From an optimization exercise on the open Yosys and OpenROAD flow, aimed at small area, a short achievable clock period and few clock cycles; shortcuts taken in it are not production practice. At most, simulation tests tie the RTL to the original design; equivalence was not proved. For run 2, only the layout was checked, not whether the RTL still works. Power and IR drop assume default switching activity.

--- design.v ---
module qr_decode(
    input clk,
    input srstn,
    input qr_decode_start,
    input [15:0] sram_rdata,
    output reg [9:0] sram_raddr,
    output reg decode_valid,
    output [7:0] decode_jis8_code,
    output reg qr_decode_finish
);
localparam S_IDLE = 4'd0, S_SCANA = 4'd1, S_SCANB = 4'd2, S_RIGHT = 4'd3,
           S_BLK = 4'd4, S_RING0 = 4'd5, S_RING1 = 4'd6, S_DEC2 = 4'd7,
           S_PROBE = 4'd8, S_ROT = 4'd9, S_DATA = 4'd10;
localparam [9:0] ADDR0 = {5'd1, 5'd2};
reg [3:0] state, state_n;
reg [9:0] raddr_n;
reg [3:0] bsel, bsel_n;         
reg [3:0] bselL, bselL_n;       
reg oor, oor_n;                 
reg [3:0] hA, hA_n;             
reg [3:0] hR, hR_n, hC, hC_n, hC2, hC2_n;    
reg [2:0] cnt, cnt_n;
reg [7:0] colacc, colacc_n, rowacc, rowacc_n;
reg [6:0] xa, xa_n, ya, ya_n, xb, xb_n;
reg sL, sL_n, sR, sR_n;
reg tl, tl_n, pneg, pneg_n;
reg [1:0] rot, rot_n;
reg [2:0] m, m_n;
reg first, first_n;
reg strA, strA_n, strB, strB_n;    
reg [6:0] OX, OX_n, OY, OY_n;      
reg pv1, pv1_n, two1, two1_n, mR1, mR1_n, mL1, mL1_n;
reg [1:0] ft1, ft1_n, tg1, tg1_n;
reg pv, pv_n, two, two_n, mR, mR_n, mL, mL_n;
reg [1:0] ft, ft_n, tg, tg_n;      
reg [4:0] nc, nc_n, nr, nr_n;
reg nh, nh_n;
reg [1:0] late, late_n;
reg [8:0] acc, acc_n;
reg [2:0] nacc, nacc_n;
reg [4:0] rem, rem_n;
reg gotn, gotn_n, capn, capn_n;
reg valid_n, fin_n;
function [15:0] dec16;
    input [3:0] v;
    dec16 = 16'd1 << v;
endfunction
wire nz = |sram_rdata;
wire pbit = |(sram_rdata & dec16(bsel)) & ~oor;
wire lbit = |(sram_rdata & dec16(bselL));
wire [3:0] wcol = sram_rdata[3:0] | sram_rdata[7:4] | sram_rdata[11:8] | sram_rdata[15:12];
wire [3:0] wrow = {|sram_rdata[15:12], |sram_rdata[11:8], |sram_rdata[7:4], |sram_rdata[3:0]};
assign decode_jis8_code = nacc[0] ? acc[8:1] : acc[7:0];
function [2:0] ffs8;   
    input [7:0] v;
    casez (v)
        8'b???????1: ffs8 = 3'd0;
        8'b??????10: ffs8 = 3'd1;
        8'b?????100: ffs8 = 3'd2;
        8'b????1000: ffs8 = 3'd3;
        8'b???10000: ffs8 = 3'd4;
        8'b??100000: ffs8 = 3'd5;
        8'b?1000000: ffs8 = 3'd6;
        default:     ffs8 = 3'd7;
    endcase
endfunction
function [2:0] fls8;   
    input [7:0] v;
    casez (v)
        8'b1???????: fls8 = 3'd7;
        8'b01??????: fls8 = 3'd6;
        8'b001?????: fls8 = 3'd5;
        8'b0001????: fls8 = 3'd4;
        8'b00001???: fls8 = 3'd3;
        8'b000001??: fls8 = 3'd2;
        8'b0000001?: fls8 = 3'd1;
        default:     fls8 = 3'd0;
    endcase
endfunction
function [1:0] mod3;
    input [4:0] v;
    case (v)
        5'd0, 5'd3, 5'd6, 5'd9, 5'd12, 5'd15, 5'd18, 5'd21, 5'd24, 5'd27, 5'd30: mod3 = 2'd0;
        5'd1, 5'd4, 5'd7, 5'd10, 5'd13, 5'd16, 5'd19, 5'd22, 5'd25, 5'd28, 5'd31: mod3 = 2'd1;
        default: mod3 = 2'd2;
    endcase
endfunction
function div3odd;      
    input [4:0] v;
    case (v)
        5'd3, 5'd4, 5'd5, 5'd9, 5'd10, 5'd11, 5'd15, 5'd16, 5'd17,
        5'd21, 5'd22, 5'd23, 5'd27, 5'd28, 5'd29: div3odd = 1'b1;
        default: div3odd = 1'b0;
    endcase
endfunction
function mbit;
    input [2:0] mk;
    input [4:0] r, c;
    reg [1:0] r3, c3;
    reg z3, o3, s3, rc2;
    begin
        r3 = mod3(r);
        c3 = mod3(c);
        z3 = (r3 == 2'd0) || (c3 == 2'd0);
        o3 = (r3 == c3) && !z3;
        s3 = (r3 == 2'd0 && c3 == 2'd0) || (r3[0] && c3[1]) || (r3[1] && c3[0]);
        rc2 = r[0] & c[0];
        case (mk)
            3'd0: mbit = ~(r[0] ^ c[0]);
            3'd1: mbit = ~r[0];
            3'd2: mbit = (c3 == 2'd0);
            3'd3: mbit = s3;
            3'd4: mbit = ~(r[1] ^ div3odd(c));
            3'd5: mbit = ~rc2 & z3;
            3'd6: mbit = ~(rc2 ^ o3);
            default: mbit = ~((r[0] ^ c[0]) ^ o3);
        endcase
    end
endfunction
wire [2:0] fcol = ffs8(colacc);
wire [2:0] lcol = fls8(colacc);
wire [2:0] frow = ffs8(rowacc);
wire [4:0] hRm1 = {hR, 1'b0} - 5'd1;
wire [4:0] hCm1 = {hC, 1'b0} - 5'd1;
wire [6:0] xL_c = {hCm1, 2'b00} + {4'd0, fcol};
wire [6:0] yB_c = {hRm1, 2'b00} + {4'd0, frow};
wire [6:0] xR_c = {hC2, 3'b000} + {4'd0, lcol};
wire [6:0] xR1 = xR_c - 7'd1;
wire [6:0] yB1 = yB_c + 7'd1;
wire [6:0] y0_c = (ya < yB_c) ? ya : yB_c;
wire [6:0] dspan = xb - xa;
wire d49 = (dspan == 7'd49);
wire d24 = (dspan == 7'd24);
wire [6:0] xbm24 = xb - 7'd24;
wire [6:0] xbm49 = xb - 7'd49;
wire [4:0] c1 = {hA, 1'b0};
wire [4:0] wlo = (c1 <= 5'd14) ? 5'd2 : c1 - 5'd12;
wire [4:0] whi = (c1 >= 5'd18) ? 5'd30 : c1 + 5'd12;
wire [4:0] arow = sram_raddr[9:5];
wire [4:0] acol = sram_raddr[4:0];
wire [4:0] aRow1 = arow + 5'd1;
wire [9:0] sa_miss = (acol >= 5'd23) ? {aRow1, (aRow1[1:0] == 2'd0) ? 5'd8 : {2'b00, aRow1[1:0], 1'b0}}
                                      : {arow, acol + 5'd8};
wire [4:0] sbrow = (arow <= 5'd6) ? 5'd2 : arow - 5'd4 + {4'd0, arow[0]};
wire [9:0] sa_hit = {sbrow, (acol <= 5'd14) ? 5'd2 : acol - 5'd12};
wire [9:0] sb_miss = (acol == whi) ? {arow + 5'd2, wlo} : {arow, acol + 5'd2};
wire [9:0] sb_hit = (acol == 5'd30) ? {arow - 5'd1, 5'd29}
                                    : {arow, (acol >= 5'd18) ? 5'd30 : acol + 5'd12};
wire rdone = (acol[4:1] == hC + 4'd1);
wire [9:0] blk0 = {hRm1, hCm1};
wire [9:0] rt_miss = {arow, acol - 5'd2};
reg [4:0] ncR, nrr;
always @(*) begin
    ncR = nc;
    nrr = nr;
    if (~nc[1]) begin           
        if (nr == 5'd9 && (nc == 5'd24 || nc == 5'd20)) begin
            ncR = nc - 5'd2; nrr = 5'd9;
        end else if (nr == 5'd0) begin
            ncR = nc - 5'd2; nrr = 5'd0;
        end else if (nc == 5'd20 && nr == 5'd21)
            nrr = 5'd15;
        else if (nr == 5'd7)
            nrr = 5'd5;
        else
            nrr = nr - 5'd1;
    end else begin              
        if (nr == 5'd24) begin
            ncR = nc - 5'd2; nrr = 5'd24;
        end else if (nc == 5'd18 && nr == 5'd15)
            nrr = 5'd21;
        else if (nc == 5'd14 && nr == 5'd5)
            nrr = 5'd7;
        else
            nrr = nr + 5'd1;
    end
end
wire lonext = (nc == 5'd16) && (nr >= 5'd17) && (nr <= 5'd21);
wire [1:0] svv = sL ? 2'd2 : 2'd1;    
wire fmt = (nc <= 5'd4);
wire nstr = nc[1] ? strB : strA;
wire [4:0] mc = (nh && !fmt) ? nc - 5'd1 : nc;
wire [4:0] ax = rot[0] ? nr : mc;
wire [4:0] ay = rot[0] ? mc : nr;
wire negx = rot[0] ^ rot[1];
wire negy = rot[1];
wire [5:0] vx = sL ? {ax, 1'b0} : {1'b0, ax};
wire [5:0] vy = sL ? {ay, 1'b0} : {1'b0, ay};
wire [6:0] mOX = negx ? ~{1'b0, vx} : {1'b0, vx};
wire [6:0] mOY = negy ? ~{1'b0, vy} : {1'b0, vy};
wire [6:0] pbase = rot[0] ? ya : xa;
wire oc = sL & (pbase[1:0] == (rot[1] ? 2'd3 : 2'd1));
wire [6:0] k24 = sL ? 7'd48 : 7'd24;
wire [6:0] Ox = xa + (negx ? k24 : 7'd0) + {6'd0, oc & ~rot[0]};
wire [6:0] Oy = ya + (negy ? k24 : 7'd0) + {6'd0, oc & rot[0]};
wire [1:0] plow = pbase[1:0] + {1'b0, oc};
wire [1:0] plowB = sL ? plow : plow + 2'd2;
wire fA = rot[1] ? ({1'b0, plow} + {1'b0, svv}) > 3'd3 : plow < svv;
wire fB = rot[1] ? ({1'b0, plowB} + {1'b0, svv}) > 3'd3 : plowB < svv;
wire cinx = (state == S_DATA) & negx;
wire ciny = (state == S_DATA) & negy;
wire [8:0] px = {2'b00, xa} + {{2{OX[6]}}, OX} + {8'd0, cinx};
wire [8:0] py = {2'b00, ya} + {{2{OY[6]}}, OY} + {8'd0, ciny};
reg [1:0] lx, ly;
always @(*) begin
    lx = px[1:0];
    ly = py[1:0];
    case (rot)
        2'd0: lx = px[1:0] - svv;
        2'd2: lx = px[1:0] + svv;
        2'd1: ly = py[1:0] - svv;
        default: ly = py[1:0] + svv;
    endcase
end
reg mRl, mLl;
always @(*) begin
    case (tg)
        2'd1: begin mRl = mbit(m, 5'd22, 5'd24); mLl = mbit(m, 5'd22, 5'd23); end
        2'd2: begin mRl = mbit(m, 5'd21, 5'd24); mLl = mbit(m, 5'd21, 5'd23); end
        2'd3: begin mRl = mbit(m, 5'd22, 5'd23); mLl = 1'b0; end
        default: begin mRl = mR; mLl = mL; end
    endcase
end
reg b1, b2;
reg [3:0] tot;
reg [8:0] accs;
reg stage2, issue;
always @(*) begin
    state_n = state;
    raddr_n = {py[6:2], px[6:2]};
    bsel_n = {py[1:0], px[1:0]};
    bselL_n = {ly, lx};
    oor_n = (px[8:7] != 2'b00) || (py[8:7] != 2'b00);
    hA_n = hA; hR_n = hR; hC_n = hC; hC2_n = hC2;
    cnt_n = cnt;
    colacc_n = ((cnt == 3'd0 || cnt == 3'd4) ? 8'd0 : colacc) | (cnt[0] ? {wcol, 4'd0} : {4'd0, wcol});
    rowacc_n = ((cnt == 3'd0 || cnt == 3'd4) ? 8'd0 : rowacc) | (cnt[1] ? {wrow, 4'd0} : {4'd0, wrow});
    xa_n = xa; ya_n = ya; xb_n = xb;
    sL_n = sL; sR_n = sR; tl_n = tl; pneg_n = pneg;
    rot_n = rot; m_n = m; first_n = 1'b0;
    strA_n = strA; strB_n = strB;
    OX_n = mOX; OY_n = mOY;
    pv1_n = 1'b0;
    two1_n = !fmt && !nh && !nstr;
    ft1_n = !fmt ? 2'd0 : (nc == 5'd4) ? 2'd1 : (nc == 5'd3) ? 2'd2 : 2'd3;
    mR1_n = mbit(m, nr, mc);
    mL1_n = mbit(m, nr, nc - 5'd1);
    tg1_n = (late == 2'd0) ? 2'd0 : nh ? 2'd3 : (nr == 5'd22) ? 2'd1 : 2'd2;
    pv_n = 1'b0; two_n = two1; ft_n = ft1; mR_n = mR1; mL_n = mL1; tg_n = tg1;
    late_n = (late != 2'd0) ? late - 2'd1 : 2'd0;
    nc_n = ncR; nr_n = nrr; nh_n = lonext;
    if (fmt) begin
        nr_n = nr; nh_n = 1'b0;
        if (nc == 5'd2) begin
            nc_n = 5'd24; nr_n = 5'd22;
            late_n = 2'd2;
        end else
            nc_n = nc - 5'd1;
    end else if (!nh && nstr) begin
        nc_n = nc; nr_n = nr; nh_n = 1'b1;
    end
    acc_n = acc; nacc_n = nacc; rem_n = rem; gotn_n = gotn; capn_n = 1'b0;
    valid_n = 1'b0; fin_n = 1'b0;
    b1 = 1'b0; b2 = 1'b0; tot = 4'd0; accs = acc;
    stage2 = 1'b0; issue = 1'b0;
    case (state)
    S_IDLE, S_SCANA: begin
        if (state == S_SCANA || qr_decode_start) begin
            hA_n = acol[4:1];
            state_n = nz ? S_SCANB : S_SCANA;
            raddr_n = nz ? sa_hit : sa_miss;
        end
    end
    S_SCANB: begin
        hR_n = arow[4:1];
        hC_n = acol[4:1];
        hC2_n = 4'd15;
        cnt_n = 3'd0;
        if (nz)
            state_n = (acol == 5'd30) ? S_BLK : S_RIGHT;
        raddr_n = nz ? sb_hit : sb_miss;
    end
    S_RIGHT: begin
        hC2_n = nz ? acol[4:1] : hC;
        cnt_n = 3'd0;
        if (nz || rdone)
            state_n = S_BLK;
        raddr_n = (nz || rdone) ? blk0 : rt_miss;
    end
    S_BLK: begin
        cnt_n = cnt + 3'd1;
        if (cnt == 3'd4) begin
            xa_n = xL_c;
            ya_n = yB_c;
        end
        case (cnt)
            3'd0: raddr_n = {hRm1, hC, 1'b0};
            3'd1: raddr_n = {hR, 1'b0, hCm1};
            3'd2: raddr_n = {hR, 1'b0, hC, 1'b0};
            3'd3: raddr_n = {hRm1, hC2, 1'b0};
            3'd4: raddr_n = {hRm1, hC2, 1'b1};
            3'd5: raddr_n = {hR, 1'b0, hC2, 1'b0};
            3'd6: begin
                raddr_n = {hR, 1'b0, hC2, 1'b1};
                OX_n = 7'd1;
                OY_n = 7'd1;
            end
            default: begin
                stage2 = 1'b1;
                state_n = S_RING0;
            end
        endcase
    end
    S_RING0: begin
        sL_n = pbit;
        xb_n = xR_c;
        ya_n = y0_c;
        raddr_n = {yB1[6:2], xR1[6:2]};
        bsel_n = {yB1[1:0], xR1[1:0]};
        oor_n = 1'b0;
        state_n = S_RING1;
    end
    S_RING1: begin
        state_n = S_DEC2;
        sR_n = pbit;
        if (pbit) begin
            if (sL & d49) begin
                cnt_n = 3'd0;
                OX_n = 7'd10;
                OY_n = 7'd8;
                pneg_n = 1'b0;
            end else begin
                tl_n = 1'b0;
                cnt_n = 3'd4;
                xa_n = xbm49;
                pneg_n = xb < 7'd49;
                xb_n = xa;
                sL_n = 1'b1;
                sR_n = sL;
                OX_n = 7'd0;
                OY_n = 7'd49;
            end
        end else begin
            pneg_n = 1'b0;
            if (~sL & d24) begin
                cnt_n = 3'd0;
                OX_n = 7'd5;
                OY_n = 7'd4;
            end else if (sL) begin
                tl_n = 1'b1;
                cnt_n = 3'd4;
                xb_n = xbm24;
                OX_n = 7'd49;
                OY_n = 7'd49;
            end else begin
                tl_n = 1'b0;
                cnt_n = 3'd4;
                xa_n = xbm24;
                pneg_n = xb < 7'd24;
                xb_n = xa;
                OX_n = 7'd0;
                OY_n = 7'd24;
            end
        end
    end
    S_DEC2: begin
        stage2 = 1'b1;
        if (cnt[2])
            state_n = S_PROBE;
        else begin
            state_n = S_ROT;
            OX_n = sL ? 7'd38 : 7'd19;
            OY_n = sL ? 7'd8 : 7'd4;
        end
    end
    S_PROBE: begin
        if (pbit & ~pneg)
            rot_n = tl ? 2'd3 : 2'd2;
        else begin
            rot_n = tl ? 2'd2 : 2'd3;
            xa_n = xb;
            sL_n = sR;
        end
        state_n = S_DATA;
    end
    S_ROT: begin
        cnt_n = cnt + 3'd1;
        stage2 = 1'b1;
        OX_n = sL ? 7'd10 : 7'd5;
        OY_n = sL ? 7'd40 : 7'd20;
        rot_n = (cnt == 3'd0) ? 2'd2 : (cnt == 3'd1) ? 2'd3 : {1'b0, pbit};
        state_n = (pbit || cnt == 3'd2) ? S_DATA : S_ROT;
    end
    S_DATA: begin
        stage2 = 1'b1;
        issue = 1'b1;
        if (first) begin
            xa_n = Ox;
            ya_n = Oy;
            strA_n = fA;
            strB_n = fB;
        end
        if (pv) begin
            b1 = pbit;
            b2 = lbit;
            if (ft == 2'd1) begin
                m_n[0] = ~b1;
            end else if (ft == 2'd2) begin
                m_n[1] = b1;
            end else if (ft == 2'd3) begin
                m_n[2] = ~b1;
            end else begin
                b1 = b1 ^ mRl;
                b2 = b2 ^ mLl;
                accs = two ? {acc[6:0], b1, b2} : {acc[7:0], b1};
                acc_n = accs;
                tot = {1'b0, nacc} + (two ? 4'd2 : 4'd1);
                nacc_n = tot[2:0];
                if (tot[3]) begin
                    nacc_n = {2'b00, tot[0]};
                    if (!gotn) begin
                        gotn_n = 1'b1;
                        capn_n = 1'b1;
                    end else begin
                        valid_n = 1'b1;
                        rem_n = rem - 5'd1;
                        if (rem == 5'd1) fin_n = 1'b1;
                    end
                end
            end
        end
        if (capn) rem_n = decode_jis8_code[4:0];
        if (fin_n) state_n = S_IDLE;
    end
    default: begin
        state_n = S_IDLE;
        raddr_n = ADDR0;
    end
    endcase
    if (state == S_PROBE || state == S_ROT) begin
        first_n = 1'b1;
        nc_n = 5'd4; nr_n = 5'd8; nh_n = 1'b0; late_n = 2'd0;
        nacc_n = 3'd0; gotn_n = 1'b0;
    end
    if (issue)
        pv1_n = 1'b1;
    if (stage2)
        pv_n = pv1;
    if (fin_n || (state == S_IDLE && !qr_decode_start))
        raddr_n = ADDR0;
end
always @(posedge clk) begin
    if (~srstn) begin
        state <= S_IDLE;
        sram_raddr <= ADDR0;
        decode_valid <= 1'b0;
        qr_decode_finish <= 1'b0;
    end else begin
        state <= state_n;
        sram_raddr <= raddr_n;
        decode_valid <= valid_n;
        qr_decode_finish <= fin_n;
    end
end
always @(posedge clk) begin
    bsel <= bsel_n; bselL <= bselL_n; oor <= oor_n;
    hA <= hA_n; hR <= hR_n; hC <= hC_n; hC2 <= hC2_n; cnt <= cnt_n;
    colacc <= colacc_n; rowacc <= rowacc_n;
    xa <= xa_n; ya <= ya_n; xb <= xb_n;
    sL <= sL_n; sR <= sR_n; tl <= tl_n; pneg <= pneg_n;
    rot <= rot_n; m <= m_n; first <= first_n;
    strA <= strA_n; strB <= strB_n;
    OX <= OX_n; OY <= OY_n;
    pv1 <= pv1_n; two1 <= two1_n; ft1 <= ft1_n; mR1 <= mR1_n; mL1 <= mL1_n; tg1 <= tg1_n;
    pv <= pv_n; two <= two_n; ft <= ft_n; mR <= mR_n; mL <= mL_n; tg <= tg_n;
    nc <= nc_n; nr <= nr_n; nh <= nh_n; late <= late_n;
    acc <= acc_n; nacc <= nacc_n; rem <= rem_n; gotn <= gotn_n; capn <= capn_n;
end
endmodule
--- constraint.sdc ---
create_clock -name core_clock -period 8.0 [get_ports {clk}]
set_input_delay 1.6000 -clock core_clock [delete_from_list [all_inputs] [get_ports {clk}]]
set_output_delay 1.6000 -clock core_clock [all_outputs]
set_load 0.01 [all_outputs]
--- run.sh ---
#!/bin/bash
# synth_recipe.tcl (not shown) runs the flow's synth.tcl, then flattens the netlist and writes it again
# the make line also repeats each setting of config.mk as NAME=value (left out here)
make -C /OpenROAD-flow-scripts/flow DESIGN_CONFIG=/design/flow/config.mk WORK_HOME=/design/flow/orfs CLKGATE_MAP_FILE= SYNTH_SCRIPT=/design/flow/synth_recipe.tcl finish
--- config.mk ---
export PLATFORM = sky130hd
export DESIGN_NAME = qr_decode
export DESIGN_NICKNAME = qr_decode
export VERILOG_FILES = /design/flow/design.v
export SDC_FILE = /design/flow/constraint.sdc
export NUM_CORES = 8
export LEC_CHECK = 0
export ABC_AREA = 1
export ABC_CLOCK_PERIOD_IN_PS = 3000
export CAP_MARGIN = 20
export CORE_MARGIN = 2
export CORE_UTILIZATION = 40
export SETUP_SLACK_MARGIN = 5
export SLEW_MARGIN = 20
==> results.txt, run 1 <==
- Outcome: finished clean
- Total CTS buffers: 17
- Ys flop type: dfxtp_1
- Hold WS: 0.327 ns
- Largest net degree at the start of global routing: 27
- Cells on worst reg2reg path: 16
- Finished layout cell area: between 15000 and 20000 um2
- Clk latency of the worst-skew pair: 0.44 ns
- Worst-Margin Slew: 1.22 ns
- Total gr overflow: 0
- Total wire length: approximately 43000 um
- Register area: 3830 um2
- # nets final: 2157
- Filler cell count: 3221
- Share of cells above drive strength 1: 19.4%
- Core area: 32400 um2
- Vias in the first global route: 12800
- Gr usage total: approximately a quarter
- Max Clock Skew: 0.0114 ns
- P&R area growth vs syn: 22.1%
- Overall Power: 4.71 mW
- Placer Congestion: about 0.9
- Maximum VDD drop: 0.237 mV
- PwrDens: 295 nW/um2
- Hold Vio Cnt, Final: 0
- Max_slew headroom: between 10% and 20%
- Die height: 185 um
- Hold path cells: 0
- Synth Warn #: 1
- Hold-fix buffers at CTS: 0
- CP startpoint kind: flop
- Fraction of registers with async set/reset: 0%
- Via count: 13500
- Max Fclk: between 0.3 and 0.4 GHz
- Cell Area, Placed: 13900 um2
- EDFF count, synth: 65
- Post-DP HPWL: around 32000 um
- Critical Path AT: ~3.4 ns
- Int Power: about 2.5 mW
- Clock root buffer: clkbuf_16
- H-tree Lvls: 4
- Clk slew on worst S/H paths: 0.07 ns
- Syn_nets: 2018
- Antenna Nets Post-Route: 0
- Max Cap Viol: 0
- Crit share post-route: 38.1%
- Flop pwr share: 26.2%
- Die Width: 185 um
- # rows: 66
- Distinct cells, synth: 63
- Placed Instances: between 2000 and 2500
- Unrepaired setup endpoints after global routing: true
- Worst Path Required: 8.34 ns
- DR WL/cell: around 18 um
- Remaining DRCs: 0
- Register area share after synthesis: ~29%
- Critical path type: reg2reg
- Setup TNS: 0 ns
- Clk pwr share: 17.1%
- Net Sw Frac: 47.5%
- Diode count: 0
- Die area: 34200 um2
- Post-synthesis register bit count: 156
- Setup violators final: 0
- Gate power share: 56.7%
- Top-Level Pins: 39
- First drt pass iteration count: 7
- CTS tree: built
- Buffers on Ports: 38
- Leak: 7.30 nW
- Nature of the critical path endpoint: flop
- Final Util: 49.3%
- Final non-filler cell total: roughly 2500
- Sw Pwr: 2.24 mW
- Mapped Cells: between 1500 and 2000
- First-pass GRT wire length: 67700 um
- Worst setup margin: a little under 5 ns
- Via/cell ratio: 5.44
- Setup slack after placement: 3.71 ns
- Min cycle time layout: 3.05 ns
- Multi-input combinational cell area: 8540 um2
- Netlist Area Pre-Place: 13100 um2
- CTS max path bufs: 2
- Initial antenna violation count: 0
- First DRT Iteration DRCs: 1196
- Worst hold path class: reg2reg
- Clk sink count: about 160
- Syn avg cell area: 6.95 um2
- Final Slew Violations: 0
- Crit-path max FO: 5
- Starting Density: 40.4%
## registers in the layout, indices dropped and copies added (netlist names), 3 cells and up, named ones only
signal / cells
OX: 7
OY: 7
acc: 9
bsel: 4
bselL: 4
cnt: 3
colacc: 8
hA: 4
hC: 4
hC2: 4
hR: 4
m: 3
nacc: 3
nc: 5
nr: 5
rem: 5
rowacc: 7
sram_raddr: 10
state: 4
xa: 7
xb: 7
ya: 7
## layout by cell type, fill, tap and decap left out, types with 10 or more instances in the layout
cell,count
nand2_1,358
inv_1,245
nor2_1,164
nand3_1,137
o21ai_0,135
buf_4,112
ha_1,102
a21oi_1,78
dfxtp_1,72
edfxtp_1,65
xor2_1,50
inv_2,45
nor3_1,32
o22ai_1,31
nand2_2,26
o21ai_1,19
xnor2_1,19
nand4_1,18
o211ai_1,18
clkbuf_16,18
nor2_2,16
clkbuf_2,16
dfxtp_4,14
nor2_4,11
clkinvlp_4,11
nand3_2,11
a31oi_1,10
## Yosys cell counts, types with 4 or more instances
cell / instances / area, um2
xor2_1: 53 / 464
o31ai_1: 4 / 30.0
nor3_1: 35 / 175
nand2_2: 15 / 93.8
inv_1: 289 / 1080
inv_2: 14 / 52.6
nand3_1: 144 / 721
nand2_4: 4 / 45.0
o21ai_0: 159 / 796
a21oi_1: 84 / 420
nor4_1: 10 / 62.6
o221ai_1: 9 / 78.8
nor3b_1: 6 / 45.0
ha_1: 110 / 1380
buf_2: 7 / 35.0
o2111ai_1: 12 / 105
o21ai_1: 6 / 30.0
nand2_1: 374 / 1400
nand3_2: 6 / 60.1
dfxtp_1: 91 / 1820
clkbuf_1: 27 / 101
o211ai_1: 18 / 135
xnor2_1: 22 / 193
fa_1: 6 / 120
edfxtp_1: 65 / 1950
a211oi_1: 5 / 37.5
a31oi_1: 11 / 68.8
nand4_1: 18 / 113
nor2_1: 185 / 694
buf_6: 4 / 45.0
o22ai_1: 33 / 206
or2_2: 6 / 37.5
## final timing paths
path,startpoint,end,slack [ns]
max,rot[0],sram_raddr[2],4.95
max reg2reg,rot[0],sram_raddr[2],4.95
min reg2reg,mL1,mL,0.33
min,mL1,mL,0.33
## cell families (layout without fill, tap and decap cells)
logic type / Yosys count / in the layout / share of synthesized area [%]
buf+inv: 349 / 499 / 10.4
xor+xnor: 76 / 76 / 5.15
simple gates: 814 / 816 / 27.5
fa+ha+maj: 116 / 116 / 11.4
compound gates: 371 / 371 / 16.6
mux: 1 / 1 / 0.0765
flops: 156 / 156 / 28.8
## cell type report
cell class	count	share of cell area [%]
sequential	156	24.0
inverter	307	7.55
multi-input combinational	1380	53.5
clock buffer	21	2.95
timing repair buffer	160	7.97
tap	442	3.46
clock inverter	11	0.564
## worst max-delay path, stage by stage (launching register included)
cell and delay (ns):
edfxtp_1 0.43, clkinvlp_4 0.16, ha_4 0.33, nand2_2 0.06
fa_2 0.35, fa_2 0.36, inv_2 0.08, a31oi_4 0.09
or2_4 0.28, nand2_4 0.10, nor2_2 0.04, a31oi_1 0.15
o21ai_1 0.12, nor3_1 0.19, nand3_1 0.10, nand2_1 0.06
inv_1 0.04
## metal layers
layer,part of all wire [%],up-vias,routed length [um],track usage (%)
met4,3.6,0,1560,10.1
met2,46,480,20000,41.2
met3,5.9,82,2540,3.56
met5,0,-,0,0
li1,-,6553,-,-
met1,44,6368,19200,33.8
## power groups by stage
| stage | Combinational, mW | Clock (mW) | Sequential (mW) |
|---|---|---|---|
| 2_1_floorplan | 1.91 | 0 | 1.12 |
| 3_3_place_gp | 2.31 | 0 | 1.25 |
| 3_5_place_dp | 2.34 | 0 | 1.25 |
| 4_1_cts | 2.49 | 0.819 | 1.23 |
| 5_1_grt | 2.99 | 0.851 | 1.26 |
| 6_report | 2.67 | 0.806 | 1.24 |
## timing repair
action                                  4_1_cts  5_1_grt
gates resized for setup                     173      140
setup buffers                                63       54
endpoints found under the setup margin       95       69
pin swaps                                    33       58
gates cloned                                  2        0
Testbench counts, summed over its fixed seeds: cycles 39,409.
==> run 2: changes to the inputs <==
--- a/design.v
+++ b/design.v
@@ -24,5 +24,5 @@
 reg [6:0] xa, xa_n, ya, ya_n, xb, xb_n;
 reg sL, sL_n, sR, sR_n;
-reg tl, tl_n, pneg, pneg_n;
+reg tl, tl_n;
 reg [1:0] rot, rot_n;
 reg [2:0] m, m_n;
@@ -128,10 +128,6 @@
 wire [6:0] xR1 = xR_c - 7'd1;
 wire [6:0] yB1 = yB_c + 7'd1;
-wire [6:0] y0_c = (ya < yB_c) ? ya : yB_c;
-wire [6:0] dspan = xb - xa;
-wire d49 = (dspan == 7'd49);
-wire d24 = (dspan == 7'd24);
-wire [6:0] xbm24 = xb - 7'd24;
-wire [6:0] xbm49 = xb - 7'd49;
+wire [2:0] yLo = {ya[2] ^ hRm1[0], ya[1:0]};
+wire [6:0] y0_c = (yLo < frow) ? ya : yB_c;
 wire [4:0] c1 = {hA, 1'b0};
 wire [4:0] wlo = (c1 <= 5'd14) ? 5'd2 : c1 - 5'd12;
@@ -200,5 +196,7 @@
 wire cinx = (state == S_DATA) & negx;
 wire ciny = (state == S_DATA) & negy;
-wire [8:0] px = {2'b00, xa} + {{2{OX[6]}}, OX} + {8'd0, cinx};
+wire bsx = (state == S_DEC2 && !tl) || (state == S_PROBE && tl);
+wire [8:0] px = {2'b00, bsx ? xb : xa} + {{2{OX[6]}}, OX} + {8'd0, cinx};
+wire spaneq = (px[7:0] == {1'b0, xb});
 wire [8:0] py = {2'b00, ya} + {{2{OY[6]}}, OY} + {8'd0, ciny};
 reg [1:0] lx, ly;
@@ -237,5 +235,5 @@
     rowacc_n = ((cnt == 3'd0 || cnt == 3'd4) ? 8'd0 : rowacc) | (cnt[1] ? {wrow, 4'd0} : {4'd0, wrow});
     xa_n = xa; ya_n = ya; xb_n = xb;
-    sL_n = sL; sR_n = sR; tl_n = tl; pneg_n = pneg;
+    sL_n = sL; sR_n = sR; tl_n = tl;
     rot_n = rot; m_n = m; first_n = 1'b0;
     strA_n = strA; strB_n = strB;
@@ -316,4 +314,5 @@
         xb_n = xR_c;
         ya_n = y0_c;
+        OX_n = pbit ? 7'd49 : 7'd24;
         raddr_n = {yB1[6:2], xR1[6:2]};
         bsel_n = {yB1[1:0], xR1[1:0]};
@@ -324,49 +323,33 @@
         state_n = S_DEC2;
         sR_n = pbit;
-        if (pbit) begin
-            if (sL & d49) begin
-                cnt_n = 3'd0;
-                OX_n = 7'd10;
-                OY_n = 7'd8;
-                pneg_n = 1'b0;
-            end else begin
-                tl_n = 1'b0;
-                cnt_n = 3'd4;
-                xa_n = xbm49;
-                pneg_n = xb < 7'd49;
-                xb_n = xa;
-                sL_n = 1'b1;
-                sR_n = sL;
-                OX_n = 7'd0;
-                OY_n = 7'd49;
-            end
+        if (pbit == sL && spaneq) begin
+            cnt_n = 3'd0;
+            tl_n = 1'b1;
+            OX_n = sL ? 7'd10 : 7'd5;
+            OY_n = sL ? 7'd8 : 7'd4;
+        end else if (sL & ~pbit) begin
+            tl_n = 1'b1;
+            cnt_n = 3'd4;
+            OX_n = 7'd49;
+            OY_n = 7'd49;
         end else begin
-            pneg_n = 1'b0;
-            if (~sL & d24) begin
-                cnt_n = 3'd0;
-                OX_n = 7'd5;
-                OY_n = 7'd4;
-            end else if (sL) begin
-                tl_n = 1'b1;
-                cnt_n = 3'd4;
-                xb_n = xbm24;
-                OX_n = 7'd49;
-                OY_n = 7'd49;
-            end else begin
-                tl_n = 1'b0;
-                cnt_n = 3'd4;
-                xa_n = xbm24;
-                pneg_n = xb < 7'd24;
-                xb_n = xa;
-                OX_n = 7'd0;
-                OY_n = 7'd24;
-            end
+            tl_n = 1'b0;
+            cnt_n = 3'd4;
+            sL_n = pbit;
+            sR_n = sL;
+            OX_n = pbit ? 7'h4F : 7'h68;       
+            OY_n = pbit ? 7'd49 : 7'd24;
         end
     end
     S_DEC2: begin
         stage2 = 1'b1;
-        if (cnt[2])
+        if (cnt[2]) begin
             state_n = S_PROBE;
-        else begin
+            OX_n = 7'h68;                       
+            if (!tl) begin
+                xa_n = px[6:0];
+                xb_n = xa;
+            end
+        end else begin
             state_n = S_ROT;
             OX_n = sL ? 7'd38 : 7'd19;
@@ -375,9 +358,9 @@
     end
     S_PROBE: begin
-        if (pbit & ~pneg)
+        if (pbit)
             rot_n = tl ? 2'd3 : 2'd2;
         else begin
             rot_n = tl ? 2'd2 : 2'd3;
-            xa_n = xb;
+            xa_n = tl ? px[6:0] : xb;
             sL_n = sR;
         end
@@ -468,5 +451,5 @@
     colacc <= colacc_n; rowacc <= rowacc_n;
     xa <= xa_n; ya <= ya_n; xb <= xb_n;
-    sL <= sL_n; sR <= sR_n; tl <= tl_n; pneg <= pneg_n;
+    sL <= sL_n; sR <= sR_n; tl <= tl_n;
     rot <= rot_n; m <= m_n; first <= first_n;
     strA <= strA_n; strB <= strB_n;
==> flow/run.sh (new file) <==
#!/bin/bash
# Layout flow: the standard flow, except that after the standard synthesis
# the combinational logic is mapped again without the adder cells (half and
# full adders), which are slower and larger here than plain gates. Every
# flip-flop instance of the standard synthesis is kept as it is (blackboxed
# during the remap), so the registers keep their names and cell types.
set -euo pipefail
P=${FLOW_PLATFORM:-sky130hd}
R=orfs/results/$P/qr_decode/base
L=orfs/logs/$P/qr_decode/base
YOSYS=${YOSYS_EXE:-$(command -v yosys || echo "$FLOW_HOME/../tools/install/yosys/bin/yosys")}
LIB=$FLOW_HOME/platforms/$P/lib/sky130_fd_sc_hd__tt_025C_1v80.lib

# 1. standard synthesis
bash standard.sh synth > flow_1_synth.log 2>&1

# 2. remap the combinational logic with the same abc command the synthesis used
cp "$R/1_2_yosys.v" flow_std_netlist.v
ABCLINE=$(grep -m1 '^abc -script' "$L/1_2_yosys.log")
{
  echo "read_liberty -ignore_miss_func $LIB"
  echo "read_verilog flow_std_netlist.v"
  echo "hierarchy -top $FLOW_TOP"
  grep -oE 'sky130_fd_sc_hd__[a-z0-9_]+' flow_std_netlist.v | sort -u | grep -E '__(e?dfx|df|dl|sdf|conb)' | sed 's/^/blackbox /'
  echo "flatten"
  echo "opt_clean"
  echo "$ABCLINE"
  echo "rename -hide w:*.*"
  echo "opt_clean -purge"
  echo "hilomap -singleton -hicell sky130_fd_sc_hd__conb_1 HI -locell sky130_fd_sc_hd__conb_1 LO"
  echo "insbuf -buf sky130_fd_sc_hd__buf_4 A X"
  echo "tee -o flow_remap_stat.txt stat -liberty $LIB"
  echo "write_verilog -noattr -nohex -nodec flow_remapped.v"
} > flow_remap.ys
"$YOSYS" -s flow_remap.ys > flow_2_remap.log 2>&1
# the written netlist, read back against the cell library, must be clean
"$YOSYS" -p "read_liberty -lib $LIB; read_verilog flow_remapped.v; hierarchy -top $FLOW_TOP; check -assert" > flow_2_check.log 2>&1

# the flip-flops must be the standard synthesis's, one for one
grep -oE 'sky130_fd_sc_hd__e?dfx[a-z]*_[0-9]+ [^ ]+' flow_std_netlist.v | sort > flow_ff_std.txt
grep -oE 'sky130_fd_sc_hd__e?dfx[a-z]*_[0-9]+ [^ ]+' flow_remapped.v | sort > flow_ff_new.txt
cmp flow_ff_std.txt flow_ff_new.txt

# 3. the rest of the standard flow from the remapped netlist
cp flow_remapped.v "$R/1_2_yosys.v"
touch "$R/1_2_yosys.v"
bash standard.sh > flow_3_layout.log 2>&1
==> standard.sh (new file) <==
#!/bin/bash
# synth_recipe.tcl (not shown) runs the flow's synth.tcl, then flattens the netlist and writes it again
# the make line also repeats each setting of config.mk as NAME=value (left out here)
make -C /OpenROAD-flow-scripts/flow DESIGN_CONFIG=/design/flow/config.mk WORK_HOME=/design/flow/orfs CLKGATE_MAP_FILE= SYNTH_SCRIPT=/design/flow/synth_recipe.tcl "${@:-finish}"
removed: run.sh
==> run 2 against run 1 <==
Still clean. Global-route usage up 0.50 points. Power decreased by 26%. Die area down 11%. Critical endpoint is now OX[1]. Largest cell class unchanged. Largest power group unchanged.
==> results.txt, run 2 <==
- CTS max path bufs: 2
- Total gr overflow: 0
- Filler cell count: 2881
- Clk sink count: 155
- CP startpoint kind: input pin
- Clk slew on worst S/H paths: 0.07 ns
- CTS tree: built
- Final Slew Violations: 0
- # rows: 62
- Int Power: just under 2 mW
- Hold Vio Cnt, Final: 0
- CP max-delay cell: nor4_2
- WP buf/inv: 3
- Die area: 30400 um2
- H-tree Lvls: 4
- Syn avg cell area: 6.46 um2
- Worst Hold End: two
- Crit-path max FO: 6
- Min cycle time layout: between 3 and 4 ns
- Synth Warn #: 1
- Max Fclk: 0.326 GHz
- Sw Pwr: 1.53 mW
- Starting Density: 40.6%
- Critical Path AT: ~3.4 ns
- Post-DP HPWL: 29300 um
- Via/cell ratio: 5.52
- Cells on worst reg2reg path: 6
- First DRT Iteration DRCs: between 1000 and 1500
- Worst-Margin Slew: 1.08 ns
- Setup violators final: 0
- First drt pass iteration count: 8
- Final non-filler cell total: 2300
- Die Width: 174 um
- Placed Instances: 2183
- Max_slew headroom: 27.1%
- Unrepaired setup endpoints after global routing: true
- Most flops, register: sram_raddr
- Setup slack after placement: 3.90 ns
- Crit share post-route: 38.3%
- Antenna Nets Post-Route: 0
- Mapped Cells: 1800
- Via count: 12700
- Placer Congestion: 0.928
- Highest-count cells in the layout ignoring fill and taps: 380 x nand2_1, 242 x inv_1, 215 x nor2_1, 150 x o21ai_0, 101 x nand3_1
- Reg-to-reg startpoint: cnt[0]
- Gate power share: 43.3%
- Critical path type: in2reg
- Clk latency of the worst-skew pair: roughly 0.46 ns
- Flop2flop setup slack: 5.08 ns
- Leak: between 6 and 7 nW
- First-pass GRT wire length: 62500 um
- Biggest regs: sram_raddr: 10 flops, acc: 9 flops, colacc: 8 flops
- Remaining DRCs: 0
- Die height: 174 um
- Clock root buffer: clkbuf_16
- Largest net degree at the start of global routing: 21
- Total wire length: ~40000 um
- Top cell family by delay on the critical path: simple AND/OR/NAND/NOR gates
- Core area: 28600 um2
- Gr usage total: 25.8%
- Clk pwr share: 23.8%
- Top-Level Pins: 39
- Share of cells above drive strength 1: between 10% and 20%
- Most common cell after layout, fill and taps aside: nand2_1
- Worst setup margin: 4.93 ns
- CP max stage delay: 0.30 ns
- PwrDens: 246 nW/um2
- Max Cap Viol: 0
- Buffers on Ports: 38
- Hold-fix buffers at CTS: 0
- Worst Path Required: 8.29 ns
- Maximum VDD drop: 0.150 mV
- Syn_nets: 1819
- Nature of the critical path endpoint: flop
- Hold Crit Start: two1
- Worst hold path class: reg2reg
- Vias in the first global route: 11700
- Max FFs per register: 10
- Flop pwr share: 32.9%
- Total CTS buffers: 17
- Net Sw Frac: 43.7%
- P&R area growth vs syn: 22.4%
- Netlist Area Pre-Place: 11600 um2
- Setup TNS: 0 ns
- Initial antenna violation count: 1
- Reg2reg end: ya[4]
- Max Clock Skew: about 0.019 ns
- # nets final: 1922
- Diode count: 0
- DR WL/cell: 17.2 um
- Outcome: finished clean
- Worst path cell trace: buf_8 -> nand4_1 -> nand2_1 -> nor4_2 -> o2111ai_2 -> nand3_4 -> buf_4 -> clkinvlp_4 -> a211oi_2 -> o211ai_1
- Hold path cells: 0
run 2: power by group through the flow:
stage	Combinational, mW	Sequential (mW)	Clock, mW
2_1_floorplan	1.11	1.05	0
3_3_place_gp	1.36	1.16	0
3_5_place_dp	1.38	1.16	0
4_1_cts	1.43	1.14	0.842
5_1_grt	1.72	1.17	0.872
6_report	1.52	1.15	0.834
run 2: cell type report:
cell class,count,area [um2],share of cell area [%]
multi-input combinational,1315,7180,50.5
sequential,155,3790,26.6
inverter,285,1110,7.80
timing repair buffer,127,1070,7.51
tap,384,480,3.38
clock buffer,20,447,3.14
clock inverter,12,135,0.950
timing repair inverter,2,11.3,0.0792
run 2: worst max path at each step:
stage	startpoint	endpoint	slack [ns]	cells past startpoint
after floorplan	sram_rdata[2]	xa[0]	4.91	8
after global placement	sram_rdata[12]	sL	3.93	12
after detailed placement	sram_rdata[12]	sL	3.90	12
after CTS	nacc[0]	decode_jis8_code[0]	4.96	3
after global routing	sram_rdata[10]	OX[4]	4.85	11
final	sram_rdata[2]	OX[1]	4.93	10
run 2: per-stage QoR:
| stage | util [%] | power (mW) | cell area, um2 | hold slack [ns] |
|---|---|---|---|---|
| 4_1_cts | 47.8 | 3.42 | 13700 | 0.320 |
| 6_report | 49.7 | 3.50 | 14200 | 0.316 |
| 3_3_place_gp | 43.2 | 2.52 | 12400 | 0.310 |
| 2_1_floorplan | - | 2.16 | 11700 | 0.310 |
| 5_1_grt | 49.7 | 3.76 | 14200 | 0.330 |
| 3_5_place_dp | 43.2 | 2.54 | 12400 | 0.312 |
run 2: repair_timing:
| item | in CTS | in global routing |
|---|---|---|
| gates resized for setup | 169 | 116 |
| setup endpoints to repair | 76 | 54 |
| pin swaps | 25 | 53 |
| gates cloned | 3 | 0 |
| buffers inserted | 53 | 28 |
run 2: layer usage:
layer | track usage [%] | vias to the layer above | share of wire, %
met5 | 0 | - | 0.033
met4 | 8.05 | 2 | 2.2
met3 | 4.81 | 67 | 7.3
met2 | 40.7 | 469 | 45
met1 | 35.7 | 5940 | 45
li1 | - | 6214 | -
run 2: worst register-to-register path, stage by stage, from the launching register on:
cell	delay (ns)
edfxtp_1	0.59
nor2_1	0.17
buf_4	0.21
inv_1	0.21
o21ai_0	0.21
o21ai_0	0.41
a211oi_2	0.73
==> run 3: changes to the inputs <==
--- a/design.v
+++ b/design.v
@@ -326,6 +326,6 @@
             cnt_n = 3'd0;
             tl_n = 1'b1;
-            OX_n = sL ? 7'd10 : 7'd5;
-            OY_n = sL ? 7'd8 : 7'd4;
+            OX_n = sL ? 7'd10 : 7'd5;      
+            OY_n = sL ? 7'd40 : 7'd20;
         end else if (sL & ~pbit) begin
             tl_n = 1'b1;
@@ -353,6 +353,6 @@
         end else begin
             state_n = S_ROT;
-            OX_n = sL ? 7'd38 : 7'd19;
-            OY_n = sL ? 7'd8 : 7'd4;
+            OX_n = sL ? 7'd38 : 7'd19;     
+            OY_n = sL ? 7'd40 : 7'd20;
         end
     end
@@ -370,7 +370,7 @@
         cnt_n = cnt + 3'd1;
         stage2 = 1'b1;
-        OX_n = sL ? 7'd10 : 7'd5;
-        OY_n = sL ? 7'd40 : 7'd20;
-        rot_n = (cnt == 3'd0) ? 2'd2 : (cnt == 3'd1) ? 2'd3 : {1'b0, pbit};
+        OX_n = sL ? 7'd10 : 7'd5;          
+        OY_n = sL ? 7'd8 : 7'd4;
+        rot_n = (cnt == 3'd0) ? 2'd1 : (cnt == 3'd1) ? 2'd0 : {1'b1, ~pbit};
         state_n = (pbit || cnt == 3'd2) ? S_DATA : S_ROT;
     end
--- a/flow/run.sh
+++ b/flow/run.sh
@@ -13,5 +13,5 @@
 
 # 1. standard synthesis
-bash standard.sh synth > flow_1_synth.log 2>&1
+bash standard.sh SETUP_SLACK_MARGIN=5.4 synth > flow_1_synth.log 2>&1
 
 # 2. remap the combinational logic with the same abc command the synthesis used
@@ -45,3 +45,3 @@
 cp flow_remapped.v "$R/1_2_yosys.v"
 touch "$R/1_2_yosys.v"
-bash standard.sh > flow_3_layout.log 2>&1
+bash standard.sh SETUP_SLACK_MARGIN=5.4 finish > flow_3_layout.log 2>&1
==> run 3 against run 2 <==
Die area fell by 2.8%. Clock-buffer cell count is 3 lower. Setup slack barely moved. Routed wire length up 2.5%. Non-clock buffer count is 85 higher. Clock skew fell by 0.0035 ns. Core utilization increased by 5.3 points. Final area grew 7.4%. Sequential cell count stayed put. Largest power group unchanged. Highest routed layer is now met4.
==> results.txt, run 3 <==
- Via count: approximately 13000
- Final non-filler cell total: roughly 2300
- Most flops, register: sram_raddr
- First DRT Iteration DRCs: 1270
- Starting Density: 40.6%
- Die height: 172 um
- Most common cell after layout, fill and taps aside: nand2_1
- Max Fclk: 0.326 GHz
- Worst Path Required: 8.14 ns
- Netlist Area Pre-Place: around 11000 um2
- DR WL/cell: 17.3 um
- Initial antenna violation count: 0
- PwrDens: 267 nW/um2
- Core area: 27800 um2
- Filler cell count: approximately 2700
- Worst-Margin Slew: 0.971 ns
- Gr usage total: 26.3%
- Crit-path most repeated cell: nand3_4
- Highest-count cells in the layout ignoring fill and taps: 356 x nand2_1, 214 x inv_1, 196 x nor2_1, 130 x buf_4, 120 x o21ai_0
- Biggest regs: sram_raddr: 10 flops, acc: 9 flops, colacc: 8 flops
- Crit share post-route: 38.3%
- Worst hold path class: reg2reg
- Die area: 29600 um2
- Crit-path max FO: 4
- Buffers on Ports: 38
- CP max-delay cell: nor4_2
- Max FFs per register: 10
- Hold Vio Cnt, Final: 0
- Outcome: finished clean
- Final Util: 55.0%
- Placed Instances: approximately 2100
- Clk latency of the worst-skew pair: 0.44 ns
- Mapped Cells: ~1800
- Share of cells above drive strength 1: 28.4%
- Total CTS buffers: 17
- Max_slew headroom: 34.6%
- Nature of the critical path endpoint: flop
- Overall Power: 4.09 mW
- Vias in the first global route: 11500
- H-tree Lvls: 4
- CTS max path bufs: 2
- Worst path cell trace: buf_6 -> nand4_1 -> o21ai_1 -> nor4_2 -> o2111ai_2 -> nand3_4 -> nor2_4 -> or2_4 -> nand3_4 -> nand3_4 -> a21oi_2
- Syn avg cell area: 6.41 um2
- Total wire length: 40600 um
- Critical Path AT: 3.21 ns
- Remaining DRCs: 0
- Total gr overflow: 0
- Hold-fix buffers at CTS: 0
- Leak: 6.74 nW
- Post-DP HPWL: ~28000 um
- Top cell family by delay on the critical path: simple AND/OR/NAND/NOR gates
- Min cycle time layout: slightly above 3 ns
- Unrepaired setup endpoints after global routing: true
- Max Clock Skew: 0.0156 ns
- First-pass GRT wire length: 60600 um
- Antenna Nets Post-Route: 0
- Setup violators final: 0
- Diode count: 0
- Clock root buffer: clkbuf_16
- Maximum VDD drop: 0.140 mV
- # rows: 61
- CP max stage delay: 0.32 ns
- First drt pass iteration count: 5
- Placer Congestion: 0.950
- Clk slew on worst S/H paths: 0.07 ns
- CP startpoint kind: input pin
- CTS tree: built
- Final Slew Violations: 0
- Setup slack after placement: 3.78 ns
- Top-Level Pins: 39
- Syn_nets: between 1500 and 2000
- Worst setup margin: between 4 and 5 ns
- Max Cap Viol: 0
- Critical path type: in2reg
- Synth Warn #: 1
- # nets final: 1970
- Largest net degree at the start of global routing: 23
- Clk sink count: about 160
- Via/cell ratio: 5.53
- WP buf/inv: 1
- Die Width: between 150 and 200 um
- Setup TNS: 0 ns
- P&R area growth vs syn: 35.3%
run 3: worst register-to-register path: cells and delay by family, from the launching register on:
family                 cells  cell delay [ns]
AO/OA/AOI/OAI              1             0.06
AND/OR/NAND/NOR           15             1.93
buffers and inverters      4             0.37
flip-flops                 1             0.38
run 3: path summary, 6_finish.rpt:
kind	cells after the start	slack, ns	endpoint	start
max	11	4.93	sL	sram_rdata[13]
min	0	0.33	mL	mL1
max reg2reg	20	5.04	cnt[2]	state[3]
min reg2reg	0	0.33	mL	mL1
run 3: cell type report:
type                            instances  area [um2]  area share (%)
Sequential cell                       155        3830            25.1
Clock inverter                         15         211            1.38
Timing Repair inverter                  1        6.26          0.0410
Inverter                              259        1030            6.72
Multi-Input combinational cell       1305        7510            49.2
Timing Repair Buffer                  212        1800            11.8
Tap cell                              378         473            3.10
Clock buffer                           17         425            2.79
run 3: timing repair:
item / in CTS / in global routing
pin swaps: 65 / 110
gates cloned: 2 / 0
gates resized for setup: 325 / 229
buffers inserted: 105 / 59
setup endpoints to repair: 93 / 73
endpoints found under the hold margin: 0 / 0
run 3: through the flow:
| step | area (um2) | hold slack [ns] |
|---|---|---|
| floorplan | 11400 | 0.310 |
| global placement | 12200 | 0.310 |
| detailed placement | 12200 | 0.313 |
| CTS | 14100 | 0.328 |
| global route | 15300 | 0.340 |
| finish | 15300 | 0.327 |
run 3: layer usage:
layer | track usage [%] | wire (um) | up-vias
met3 | 4.05 | 2730 | 78
met5 | 0 | 0 | -
met4 | 8.00 | 1020 | 0
met2 | 42.3 | 18600 | 542
li1 | - | - | 6259
met1 | 36.4 | 18200 | 6068
run 3: power by group:
group	total [mW]	switching, mW	internal (mW)	leakage [nW]
logic	2.02	1.26	0.755	5.09
registers	1.17	0.171	0.997	1.35
clock network	0.899	0.370	0.529	0.303
Testbench counts of run 3, summed over its fixed seeds: cycles 39,330.
==> run 4: changes to the inputs <==
--- a/flow/run.sh
+++ b/flow/run.sh
@@ -13,5 +13,5 @@
 
 # 1. standard synthesis
-bash standard.sh SETUP_SLACK_MARGIN=5.4 synth > flow_1_synth.log 2>&1
+bash standard.sh synth > flow_1_synth.log 2>&1
 
 # 2. remap the combinational logic with the same abc command the synthesis used
@@ -45,3 +45,3 @@
 cp flow_remapped.v "$R/1_2_yosys.v"
 touch "$R/1_2_yosys.v"
-bash standard.sh SETUP_SLACK_MARGIN=5.4 finish > flow_3_layout.log 2>&1
+bash standard.sh > flow_3_layout.log 2>&1
==> run 4 against run 3 <==
Still clean on timing, DRC and antenna. Register-to-register slack worse by 0.03 ns. Non-clock buffer count decreased by 70. Worst hold slack got worse by 0.011 ns. Setup slack worse by 0.067 ns. Clock-buffer cell count unchanged. Critical endpoint unchanged. Highest routed layer unchanged.
==> results.txt, run 4 <==
- # nets final: 1899
- Clock root buffer: clkbuf_16
- Total wire length: 39100 um
- Antenna Nets Post-Route: 0
- PwrDens: approximately 270 nW/um2
- Final Slew Violations: 0
- Die area: 29600 um2
- Starting Density: 40.6%
- Buffers on Ports: 38
- Via/cell ratio: 5.49
- Share of cells above drive strength 1: between 10% and 20%
- Worst-Margin Slew: between 1 and 1.5 ns
- Placer Congestion: 0.953
- Max_slew headroom: 14.4%
- Syn_nets: 1780
- Nature of the critical path endpoint: flop
- Unrepaired setup endpoints after global routing: true
- Filler cell count: 2834
- First DRT Iteration DRCs: around 1100
- Setup violators final: 0
- Top Usage Layer GRT: met2
- Hold Vio Cnt, Final: 0
- CTS max path bufs: 2
- GR Util met2: 41.1%
- Max Clock Skew: 0.0181 ns
- Clk sink count: approximately 160
- Critical path type: in2reg
- Total CTS buffers: 17
- Initial antenna violation count: 0
- Worst Path Required: between 8 and 9 ns
- # rows: between 60 and 70
- Placed Instances: 2141
- Most flops, register: sram_raddr
- Crit share post-route: 39.2%
- Largest net degree at the start of global routing: 23
- Gr usage total: 26.0%
- Outcome: finished clean
- Min cycle time layout: 3.13 ns
- Core area: 27800 um2
- Vias in the first global route: 11200
- Netlist Area Pre-Place: 11300 um2
- First-pass GRT wire length: between 50000 and 60000 um
- Syn avg cell area: 6.41 um2
- First drt pass iteration count: 6
- DR WL/cell: 17.2 um
- Synth Warn #: 1
- Post-DP HPWL: between 20000 and 30000 um
- Clk latency of the worst-skew pair: about 0.45 ns
- Maximum VDD drop: 0.141 mV
- Most common cell after layout, fill and taps aside: nand2_1
- GR Util met1: a little under two fifths
- Hold WS: around 0.32 ns
- Total gr overflow: 0
- Clk slew on worst S/H paths: 0.08 ns
- Max FFs per register: 10
- Critical Path AT: 3.28 ns
- Die Width: 172 um
- H-tree Lvls: 4
- Leak: 6.22 nW
- CP startpoint kind: input pin
- Mapped Cells: approximately 1800
- Final Util: 50.9%
- Worst hold path class: reg2reg
- P&R area growth vs syn: 25.2%
- Final non-filler cell total: ~2300
- Biggest regs: sram_raddr: 10 flops, acc: 9 flops, colacc: 8 flops
- Remaining DRCs: 0
- Grt met3 use: 4.12%
- Crit-path max FO: 5
- Highest-count cells in the layout ignoring fill and taps: 401 x nand2_1, 216 x inv_1, 209 x nor2_1, 135 x o21ai_0, 103 x nand3_1
- Max Fclk: 0.319 GHz
- Setup TNS: 0 ns
- Die height: 172 um
- Diode count: 0
- CTS tree: built
- Via count: 12500
- Max Cap Viol: 0
- Top-Level Pins: 39
==> run 4: routing by layer <==
layer | vias up | part of all wire [%]
met5 | - | 0
met4 | 0 | 2.3
met3 | 75 | 7.2
met2 | 474 | 45
met1 | 5809 | 45
li1 | 6121 | -
==> run 4: critical path, stage by stage <==
cell and delay [ns]:
buf_2 0.11, inv_2 0.04, nor4_1 0.28, nor4_2 0.06, nand4_1 0.18, nand3_4 0.14, buf_12 0.17, nand2_4 0.04
inv_2 0.05, or2_4 0.25, nand3_4 0.10, nand3_4 0.09, a21oi_2 0.16
==> run 4: worst paths after layout <==
kind | startpoint | end | slack (ns) | cells past startpoint
min | mL1 | mL | 0.32 | 0
min reg2reg | mL1 | mL | 0.32 | 0
max reg2reg | state[3] | OX[0] | 5.01 | 21
max | sram_rdata[2] | sL | 4.87 | 13
==> run 4: report_power, final <==
part / leakage (nW) / switching, mW / internal [mW]
clock: 0.302 / 0.390 / 0.474
sequential: 1.35 / 0.190 / 0.990
combinational: 4.57 / 1.13 / 0.638
==> run 4: per-stage QoR <==
stage | worst slack (ns) | power [mW] | instance area (um2)
after floorplan | 4.82 | 2.35 | 11400
after global placement | 3.51 | 2.75 | 12100
after detailed placement | 3.43 | 2.76 | 12100
after CTS | 4.95 | 3.69 | 13400
after global routing | 4.78 | 4.11 | 14100
final | 4.87 | 3.82 | 14100
==> run 4: layout make-up <==
cell class / count / area [um2] / area share, %
repair buffers: 142 / 1250 / 8.83
well taps: 378 / 473 / 3.35
multi-input cells: 1304 / 6970 / 49.3
clock buffers: 17 / 425 / 3.01
clock inverters: 15 / 181 / 1.28
repair inverters: 1 / 5.00 / 0.0354
flip-flops and latches: 155 / 3810 / 26.9
inverters: 259 / 1020 / 7.21
==> run 4: what timing repair did <==
action | CTS | global route
resized for setup | 185 | 147
gates cloned | 1 | 0
endpoints found under the setup margin | 77 | 52
buffers inserted | 65 | 32
hold buffers | 0 | 0
pin swaps | 27 | 57
==> run 5: changes to the inputs <==
--- a/flow/run.sh
+++ b/flow/run.sh
@@ -17,5 +17,5 @@
 # 2. remap the combinational logic with the same abc command the synthesis used
 cp "$R/1_2_yosys.v" flow_std_netlist.v
-ABCLINE=$(grep -m1 '^abc -script' "$L/1_2_yosys.log")
+ABCLINE=$(grep -m1 '^abc -script' "$L/1_2_yosys.log" | sed 's/abc_area.script/abc_speed.script/')
 {
   echo "read_liberty -ignore_miss_func $LIB"
==> run 5 against run 4 <==
Still clean on timing, DRC and antenna. Sequential cell count stayed put. Clock-buffer cell count is 2 higher. Via count hardly changed. Register-to-register slack worse by 0.32 ns. Sequential power is 12% higher. Power is 20% higher. Synthesized cell count is 12% lower. Core utilization is 0.97 points higher. Sequential share of layout area is 2.0 points lower. Setup slack worse by 0.19 ns. Non-clock buffer count is 38 higher.
==> results.txt, run 5 <==
- Outcome: finished clean
- Most flops, register: sram_raddr
- Buffers on Ports: 38
- Setup TNS: 0 ns
- Setup slack after placement: 3.36 ns
- Via/cell ratio: between 6 and 7
- H-tree Lvls: 4
- Clk slew on worst S/H paths: 0.06 ns
- Total CTS buffers: 17
- Nature of the critical path endpoint: flop
- Largest net degree at the start of global routing: 32
- Remaining DRCs: 0
- First-pass GRT wire length: 64200 um
- Highest-count cells in the layout ignoring fill and taps: 165 x nand2_1, 161 x nor2_1, 119 x o21ai_0, 111 x a21oi_1, 97 x buf_4
- Flop2flop setup slack: 4.69 ns
- CTS tree: built
- Clk latency of the worst-skew pair: 0.44 ns
- Initial antenna violation count: 0
- First DRT Iteration DRCs: 1401
- Core area: 29600 um2
- Share of cells above drive strength 1: 25.3%
- Die height: 178 um
- First drt pass iteration count: 6
- Max Clock Skew: 0.00864 ns
- Vias in the first global route: 11600
- Max Cap Viol: 0
- CTS max path bufs: 2
- Starting Density: 40.7%
- Die area: 31500 um2
- Hold Vio Cnt, Final: 0
- Critical path type: in2reg
- P&R area growth vs syn: 27.4%
- Placed Instances: 1870
- Top-Level Pins: 39
- CP startpoint kind: input pin
- Worst-Margin Slew: 1.08 ns
- Max_slew headroom: 27.3%
- # nets final: 1647
- Syn avg cell area: 7.80 um2
- Max FFs per register: 10
- Filler cell count: 2785
- DR WL/cell: 20.5 um
- Clk sink count: approximately 160
- Critical Path AT: about 3.5 ns
- Biggest regs: sram_raddr: 10 flops, acc: 9 flops, colacc: 8 flops
- Mapped Cells: 1546
- Min cycle time layout: 3.32 ns
- Unrepaired setup endpoints after global routing: true
- Final Slew Violations: 0
- Leak: about 5.7 nW
- Setup violators final: 0
- Hold-fix buffers at CTS: 0
- Antenna Nets Post-Route: 0
- # rows: 63
- PwrDens: 298 nW/um2
- Total gr overflow: 0
- Total wire length: between 40000 and 50000 um
- Worst Path Required: 8.15 ns
- Crit share post-route: 41.5%
- Diode count: 0
- Maximum VDD drop: 0.151 mV
- Synth Warn #: 1
- Most common cell after layout, fill and taps aside: nand2_1
- Netlist Area Pre-Place: 12100 um2
- Syn_nets: 1565
- Die Width: 178 um
- Overall Power: 4.57 mW
- Crit-path max FO: 6
- Gr usage total: roughly a quarter
- Via count: 12500
- Final non-filler cell total: 2031
- Max Fclk: roughly 0.30 GHz
- Post-DP HPWL: 27600 um
- Worst setup margin: 4.68 ns
- Worst hold path class: reg2reg
- Placer Congestion: between 0.9 and 1
- Clock root buffer: clkbuf_16
[run 5: changes by cell type in the layout (fill, tap and decap cells not counted), sizes merged, moves of 26 or more]
cell and change:
o21ai -28, nor2 -77, nand3 -82, inv -197
nand4 -26, a21oi +34, xnor2 +75, buf +41
nand2 -264
[run 5: timing repair]
action / CTS / global route
resized for setup: 298 / 76
pin swaps: 51 / 58
gates cloned: 2 / 2
buffers inserted: 91 / 33
setup endpoints to repair: 98 / 64
hold endpoints to repair: 0 / 0
[run 5: worst paths after layout]
path                       from    end  cells past startpoint
setup / recovery  sram_rdata[5]  xa[3]                     11
hold / removal              mR1     mR                      0
setup reg to reg       state[3]     tl                     13
hold reg to reg             mR1     mR                      0
[run 5: per-stage QoR]
step | instance area [um2] | hold WS [ns] | util [%]
6_report | 15400 | 0.326 | 51.8
5_1_grt | 15400 | 0.329 | 51.8
2_1_floorplan | 12300 | 0.310 | -
4_1_cts | 14700 | 0.327 | 49.6
3_3_place_gp | 12700 | 0.312 | 42.9
3_5_place_dp | 12700 | 0.312 | 42.9
[run 5: final cells by class]
cell class,count,area (um2),share of cell area [%]
Multi-Input combinational cell,1218,8550,55.7
Sequential cell,155,3820,24.9
Timing Repair Buffer,180,1630,10.6
Tap cell,390,488,3.18
Clock buffer,19,464,3.02
Inverter,55,219,1.43
Clock inverter,13,170,1.11
Timing Repair inverter,1,6.26,0.0407
[run 5: report_power, final]
| group | switching [mW] | leakage (nW) | internal, mW |
|---|---|---|---|
| logic | 1.30 | 4.03 | 1.08 |
| registers | 0.298 | 1.33 | 1.02 |
| clock network | 0.374 | 0.311 | 0.503 |
| total | 1.97 | 5.67 | 2.60 |
[run 5: critical path, stage by stage]
cell        delay (ns)
buf_8             0.10
mux2_4            0.27
nand2_2           0.06
o21ai_1           0.06
a22oi_1           0.20
o31ai_2           0.11
o211ai_1          0.23
buf_6             0.21
clkinvlp_4        0.18
a211oi_4          0.29
buf_6             0.17
[run 5: metal layers]
metal  up-vias  part of all wire, %  track usage (%)
met5         -                    0                0
met4         0                  3.4             9.36
met3       104                  7.7             4.99
met2       620                   47             42.2
met1      5946                   42             33.8
li1       5805                    -                -

==> separate check: timing with driven ports <==
The results above use ideal ports. As a check the final layouts listed here were re-extracted and re-timed, cells and wires unchanged. Step 1 assumes that a clkbuf_16 drives the clock port and a buf_2 every other input. Step 2 moves the port delays by t, midway between the first and last clock arrival at a register: inputs arrive t later, outputs are due t later. That takes back most of the time a late clock gives input paths. a / b / c = no drivers / after step 1 / after step 2; a / b = the first two.
run | shift t [ns] | slack for setup (ns) | clock arrival spread, ns
run 1 | 0.488 | 4.951 / 4.951 / 4.538 | 0.014 / 0.013
run 2 | 0.490 | 4.932 / 4.937 / 4.447 | 0.019 / 0.019
run 3 | 0.483 | 4.933 / 4.952 / 4.469 | 0.016 / 0.016
run 4 | 0.487 | 4.866 / 4.886 / 4.399 | 0.020 / 0.019
run 5 | 0.484 | 4.676 / 4.689 / 4.204 | 0.008 / 0.009
After both steps every run listed still meets setup and hold. The setup slack of run 2, which loses most, moves by +0.005 ns with the drivers and by -0.485 ns with both steps.
